This is an optimization exercise on Yosys and OpenROAD, whose aim is small area, a short achievable clock period and few clock cycles per item, not a production implementation.
In this exercise RTL edits were held to simulation tests only and were not proved equivalent to the original.
The clock port is modelled as an ideal driver, which makes a skipped or thinned clock tree look cheaper than it is; a real chip needs a root buffer or a tree.
No activity file was given, so power comes from the tool's default toggle rates.

==> flow/design.v <==
`timescale 1ns / 1ps
module prng (
	input clk,     
	input rst,   
	input [31:0] seed,
	input start,
	input cont,
	output reg done,
	output [31:0] rand_num
);
localparam B  = 4;                 
localparam NB = (31 + B - 1) / B;  
reg [30:0] acc;    
reg  [2:0] cnt;    
reg  [1:0] nen;    
wire busy = !nen[0];
assign rand_num = {1'b0, acc};
wire [30:0] nen_bits = {{15{nen[1]}}, {16{nen[0]}}};
wire [30:0] b = ~({acc[2:0], acc[30:3]} | nen_bits);
wire [30:0] g = acc & b;    
wire [30:0] p = acc ^ b;    
localparam LB = (B > 8) ? 4 : (B > 4) ? 3 : (B > 2) ? 2 : (B > 1) ? 1 : 0;   
wire [30:0] lg [0:LB];
wire [30:0] lp [0:LB];
wire [30:0] gl = lg[LB];
wire [30:0] pl = lp[LB];
assign lg[0] = g;
assign lp[0] = p;
wire [NB-1:0] bg, bp;
wire [30:0] c;
genvar i, j, k;
generate
	for (k = 0; k < LB; k = k + 1) begin : local_level
		for (i = 0; i < 31; i = i + 1) begin : local_bit
			localparam LO = i - i % B;
			localparam OFF = i % B;
			localparam J = LO + (OFF & ~((2 << k) - 1)) + (1 << k) - 1;
			if ((OFF >> k) & 1) begin : merge
				assign lg[k+1][i] = lg[k][i] | lp[k][i] & lg[k][J];
				assign lp[k+1][i] = lp[k][i] & lp[k][J];
			end else begin : pass
				assign lg[k+1][i] = lg[k][i];
				assign lp[k+1][i] = lp[k][i];
			end
		end
	end
	for (j = 0; j < NB; j = j + 1) begin : block_gp
		localparam TOP = (j * B + B - 1 > 30) ? 30 : j * B + B - 1;
		assign bg[j] = gl[TOP];
		assign bp[j] = pl[TOP];
	end
endgenerate
localparam L = (NB > 16) ? 5 : (NB > 8) ? 4 : (NB > 4) ? 3 : (NB > 2) ? 2 : 1;   
wire [NB-1:0] cg [0:L];
wire [NB-1:0] cp [0:L];
assign cg[0] = bg;
assign cp[0] = bp;
generate
	for (k = 0; k < L; k = k + 1) begin : ring_level
		for (j = 0; j < NB; j = j + 1) begin : ring_block
			localparam J2 = (j + NB - (1 << k) % NB) % NB;
			assign cg[k+1][j] = cg[k][j] | cp[k][j] & cg[k][J2];
			assign cp[k+1][j] = cp[k][j] & cp[k][J2];
		end
	end
	for (i = 0; i < 31; i = i + 1) begin : carry
		localparam BI = i / B;
		localparam BPREV = (BI + NB - 1) % NB;
		if (i % B == 0) begin : first
			assign c[i] = cg[L][BPREV];
		end else begin : next
			assign c[i] = gl[i-1] | pl[i-1] & cg[L][BPREV];
		end
	end
endgenerate
wire [1:0]  keep = ~nen | {2{done}};
wire [30:0] keep_bits = {{15{keep[1]}}, {16{keep[0]}}};
wire [30:0] x = (p & keep_bits) | ({seed[15:0], seed[30:16]} & ~keep_bits);
always @(posedge clk)
	acc <= x ^ c;
always @(posedge clk) begin
	if (rst) begin
		nen  <= 2'b11;
		done <= 1'b0;
		cnt  <= 3'd0;
	end else if (busy) begin
		cnt <= cnt + 3'd1;
		if (cnt == 3'd4)        nen[0] <= 1'b1;
		if (cnt[2])             nen[1] <= 1'b1;
		if (cnt == 3'd4)        done  <= 1'b1;
	end else if (done) begin
		if (!start) done <= 1'b0;
	end else if (start) begin
		nen <= 2'b00;
		cnt <= 3'd0;
	end
end
endmodule
==> flow/config.mk <==
export PLATFORM = sky130hd
export DESIGN_NAME = prng
export DESIGN_NICKNAME = prng
export VERILOG_FILES = /design/flow/design.v
export SDC_FILE = /design/flow/constraint.sdc
export NUM_CORES = 8
export LEC_CHECK = 0
export CAP_MARGIN = 20
export CORE_MARGIN = 2
export CORE_UTILIZATION = 40
export SLEW_MARGIN = 40
==> flow/constraint.sdc <==
create_clock -name core_clock -period 9.0 [get_ports {clk}]
set_input_delay 1.8000 -clock core_clock [delete_from_list [all_inputs] [get_ports {clk}]]
set_output_delay 1.8000 -clock core_clock [all_outputs]
set_load 0.01 [all_outputs]
standard.sh (not shown) runs the stock make flow with config.mk's settings and CLKGATE_MAP_FILE= SYNTH_SCRIPT=/design/flow/synth_recipe.tcl, a recipe that flattens the netlist after the stock synthesis.
==> flow/flow/run.sh <==
#!/bin/bash
# The standard layout (standard.sh) with these changes:
#  - synthesis: ABC maps the logic with flow/abc.script instead of ORFS's
#    abc_speed.script; everything else, registers included, is as in the
#    standard flow;
#  - the port buffers are plain buffers (sky130_fd_sc_hd__buf_1) instead of
#    the cell buffer_ports picks by itself;
#  - after clock tree synthesis, flow/clock_tree.tcl replaces the two-level
#    clock tree with one level of clock buffers;
#  - timing repair aims for 6.3 ns of setup slack.
set -euo pipefail
cp -r "$FLOW_HOME/scripts" scripts
cp flow/abc.script scripts/abc_speed.script
export SCRIPTS_DIR="$PWD/scripts"
export BUFFER_PORTS_ARGS="-buffer_cell sky130_fd_sc_hd__buf_1"
export POST_CTS_TCL="$PWD/flow/clock_tree.tcl"
export SETUP_SLACK_MARGIN=6.3
bash standard.sh > standard.log 2>&1
==> flow/flow/abc.script <==
strash
dch
amap
topo
stime -c
buffer -c
upsize -c
dnsize -c
==> flow/flow/clock_tree.tcl <==
# POST_CTS hook: replace the clock tree that clock_tree_synthesis built (a
# root buffer feeding leaf buffers) with a single level of buffers: the clock
# port drives NBUF clock buffers, each driving the clock pins of one group of
# nearby flip-flops. Every flip-flop's clock passes through exactly one
# buffer, so the clock arrives at all of them at about the same time.
set nbuf 4
set cell sky130_fd_sc_hd__clkbuf_8

set block [ord::get_db_block]
set db [ord::get_db]
set clk_net [[$block findBTerm clk] getNet]

# Walk the clock network from the port: buffers to remove, and the clock pins
# of the cells they (or the port) drive.
set bufs {}
set loads {}
set sinks {}
set todo [list $clk_net]
while {[llength $todo] > 0} {
  set net [lindex $todo 0]
  set todo [lrange $todo 1 end]
  foreach it [$net getITerms] {
    if {![$it isInputSignal] && [$it getIoType] ne "INPUT"} { continue }
    set inst [$it getInst]
    set m [[$inst getMaster] getName]
    if {[string match "clkload*" [$inst getName]]} {
      # a dummy load clock_tree_synthesis added to balance its tree
      lappend loads $inst
    } elseif {[string match "sky130_fd_sc_hd__clkbuf_*" $m] || [string match "sky130_fd_sc_hd__buf_*" $m]} {
      lappend bufs $inst
      set onet [[$inst findITerm X] getNet]
      if {$onet ne "NULL"} { lappend todo $onet }
    } else {
      lappend sinks $it
    }
  }
}
puts "clock_tree.tcl: [llength $bufs] clock buffers and [llength $loads] dummy loads removed, [llength $sinks] clock pins"

foreach inst $loads {
  foreach it [$inst getITerms] { if {[$it getNet] ne "NULL"} { $it disconnect } }
  odb::dbInst_destroy $inst
}

foreach inst $bufs {
  set onet [[$inst findITerm X] getNet]
  if {$onet ne "NULL"} {
    foreach it [$onet getITerms] { $it disconnect }
    odb::dbNet_destroy $onet
  }
  [$inst findITerm A] disconnect
  odb::dbInst_destroy $inst
}

# Group the clock pins: split by x into halves, then each half by y.
proc split_by {pts idx n} {
  set pts [lsort -integer -index $idx $pts]
  set per [expr {int(ceil(double([llength $pts]) / $n))}]
  set out {}
  for {set k 0} {$k < $n} {incr k} {
    lappend out [lrange $pts [expr {$k * $per}] [expr {($k + 1) * $per - 1}]]
  }
  return $out
}
set pts {}
foreach it $sinks {
  set loc [[$it getInst] getLocation]
  lappend pts [list [lindex $loc 0] [lindex $loc 1] $it]
}
set groups {}
foreach half [split_by $pts 0 [expr {$nbuf / 2}]] {
  foreach g [split_by $half 1 2] { lappend groups $g }
}

set master [$db findMaster $cell]
set k 0
foreach grp $groups {
  if {[llength $grp] == 0} { continue }
  set sx 0
  set sy 0
  foreach p $grp {
    incr sx [lindex $p 0]
    incr sy [lindex $p 1]
  }
  set b [odb::dbInst_create $block $master clkbuf_leaf_$k]
  set net [odb::dbNet_create $block clknet_leaf_$k]
  $net setSigType CLOCK
  [$b findITerm A] connect $clk_net
  [$b findITerm X] connect $net
  foreach p $grp { [lindex $p 2] connect $net }
  $b setLocation [expr {$sx / [llength $grp]}] [expr {$sy / [llength $grp]}]
  $b setPlacementStatus PLACED
  incr k
}
puts "clock_tree.tcl: $k clock buffers ($cell) inserted"
detailed_placement
check_placement -verbose
The starting point went through all stages and came out clean.
Testbench counts at the start, summed over its fixed seeds: cycles 18,432, items 2,048.
Rerun with:
==> flow/flow/abc.script (replaced) <==
&get -n
&st
&syn2
&dch
&nf -R 20
&put
buffer -c
topo
stime -c
upsize -c
dnsize -c
--- a/flow/flow/clock_tree.tcl
+++ b/flow/flow/clock_tree.tcl
@@ -26 +26,4 @@
-    if {[string match "clkload*" [$inst getName]]} {
+    if {[string match "sky130_fd_sc_hd__clkbuf_*" $m] || [string match "sky130_fd_sc_hd__buf_*" $m]} {
+      lappend bufs $inst
+      lappend todo [[$inst findITerm X] getNet]
+    } elseif {[string match "clkload*" [$inst getName]]} {
@@ -29,4 +31,0 @@
-    } elseif {[string match "sky130_fd_sc_hd__clkbuf_*" $m] || [string match "sky130_fd_sc_hd__buf_*" $m]} {
-      lappend bufs $inst
-      set onet [[$inst findITerm X] getNet]
-      if {$onet ne "NULL"} { lappend todo $onet }
@@ -47,4 +46 @@
-  if {$onet ne "NULL"} {
-    foreach it [$onet getITerms] { $it disconnect }
-    odb::dbNet_destroy $onet
-  }
+  foreach it [$onet getITerms] { $it disconnect }
@@ -52,0 +49 @@
+  odb::dbNet_destroy $onet
Wire length drops by 13%.
Die area fell by 0.93%.
Via count shrinks by 14%.
Hold slack is worse by 43 ps.
Cell area falls by 7.8%.
Power falls by 7.9%.
Rerun with:
--- a/flow/flow/run.sh
+++ b/flow/flow/run.sh
@@ -10 +10 @@
-#  - timing repair aims for 6.3 ns of setup slack.
+#  - timing repair aims for 6.25 ns of setup slack.
@@ -17 +17 @@
-export SETUP_SLACK_MARGIN=6.3
+export SETUP_SLACK_MARGIN=6.25
--- a/flow/flow/clock_tree.tcl
+++ b/flow/flow/clock_tree.tcl
@@ -26,4 +26 @@
-    if {[string match "sky130_fd_sc_hd__clkbuf_*" $m] || [string match "sky130_fd_sc_hd__buf_*" $m]} {
-      lappend bufs $inst
-      lappend todo [[$inst findITerm X] getNet]
-    } elseif {[string match "clkload*" [$inst getName]]} {
+    if {[string match "clkload*" [$inst getName]]} {
@@ -31,0 +29,4 @@
+    } elseif {[string match "sky130_fd_sc_hd__clkbuf_*" $m] || [string match "sky130_fd_sc_hd__buf_*" $m]} {
+      lappend bufs $inst
+      set onet [[$inst findITerm X] getNet]
+      if {$onet ne "NULL"} { lappend todo $onet }
@@ -46 +47,4 @@
-  foreach it [$onet getITerms] { $it disconnect }
+  if {$onet ne "NULL"} {
+    foreach it [$onet getITerms] { $it disconnect }
+    odb::dbNet_destroy $onet
+  }
@@ -49 +52,0 @@
-  odb::dbNet_destroy $onet
Outcome:
- combinational power drops by about 2%
- cell area drops by 1.2%
- power drops by 1.1%
- worst setup slack gets worse by 55 ps
Rerun with:
--- a/flow/flow/run.sh
+++ b/flow/flow/run.sh
@@ -10 +10 @@
-#  - timing repair aims for 6.25 ns of setup slack.
+#  - timing repair aims for 6.3 ns of setup slack.
@@ -17 +17 @@
-export SETUP_SLACK_MARGIN=6.25
+export SETUP_SLACK_MARGIN=6.3
==> flow/flow/abc.script (replaced) <==
&get -n
&st
&dch
&nf -R 20
&st
&syn2
&if -g -K 6
&synch2
&nf -R 20
&st
&syn2
&if -g -K 6
&synch2
&nf -R 20
&st
&syn2
&if -g -K 6
&synch2
&nf -R 20
&st
&syn2
&if -g -K 6
&synch2
&nf -R 20
&st
&syn2
&if -g -K 6
&synch2
&nf -R 20
&put
buffer -c
topo
stime -c
upsize -c
dnsize -c
=>
- combinational power went up by about 20%
- via count went up by 8.8%
- total power went up by about 12%
- fmax went down by 2.4%
- first-iteration DRC count went up by about 90%
- clock skew is about the same
- final area went up by about 13%
No run of this note takes its clock network from TritonCTS; it comes from the design's own scripts or RTL.

[re-timing with driven ports]
How much do the figures lean on ideal ports? The routed layouts below were timed once more, with nothing changed but the port constraints.
Step 1: set_driving_cell puts a clkbuf_16 on clk and a buf_2 on each other input, an assumption about the parent block.
Step 2 adds t to the input delays and takes it off the output delays; t is the mean of the earliest and latest rising clock arrival at the registers after step 1. Input paths then give back, and output paths get back, about the clock's delay inside the block.
Slacks: ideal / step 1 / step 2; pairs: ideal / step 1.
run	t (ns)	setup WS [ns]	clock arrival spread, ns	worst data-port slew with drivers (ns)	cell pins on the clock port's net
the first run	0.197	6.392 / 6.392 / 6.392	0.009 / 0.009	0.04	4
the second run	0.191	6.479 / 6.433 / 6.479	0.007 / 0.007	0.03	4
the third run	0.191	6.423 / 6.423 / 6.423	0.010 / 0.010	0.03	4
the fourth run	0.195	6.359 / 6.359 / 6.244	0.010 / 0.011	0.03	4
After both steps every run listed still meets setup and hold. For the fourth run, which loses most, drivers alone change the setup slack by 0.000 ns; drivers and shift together by -0.115 ns.
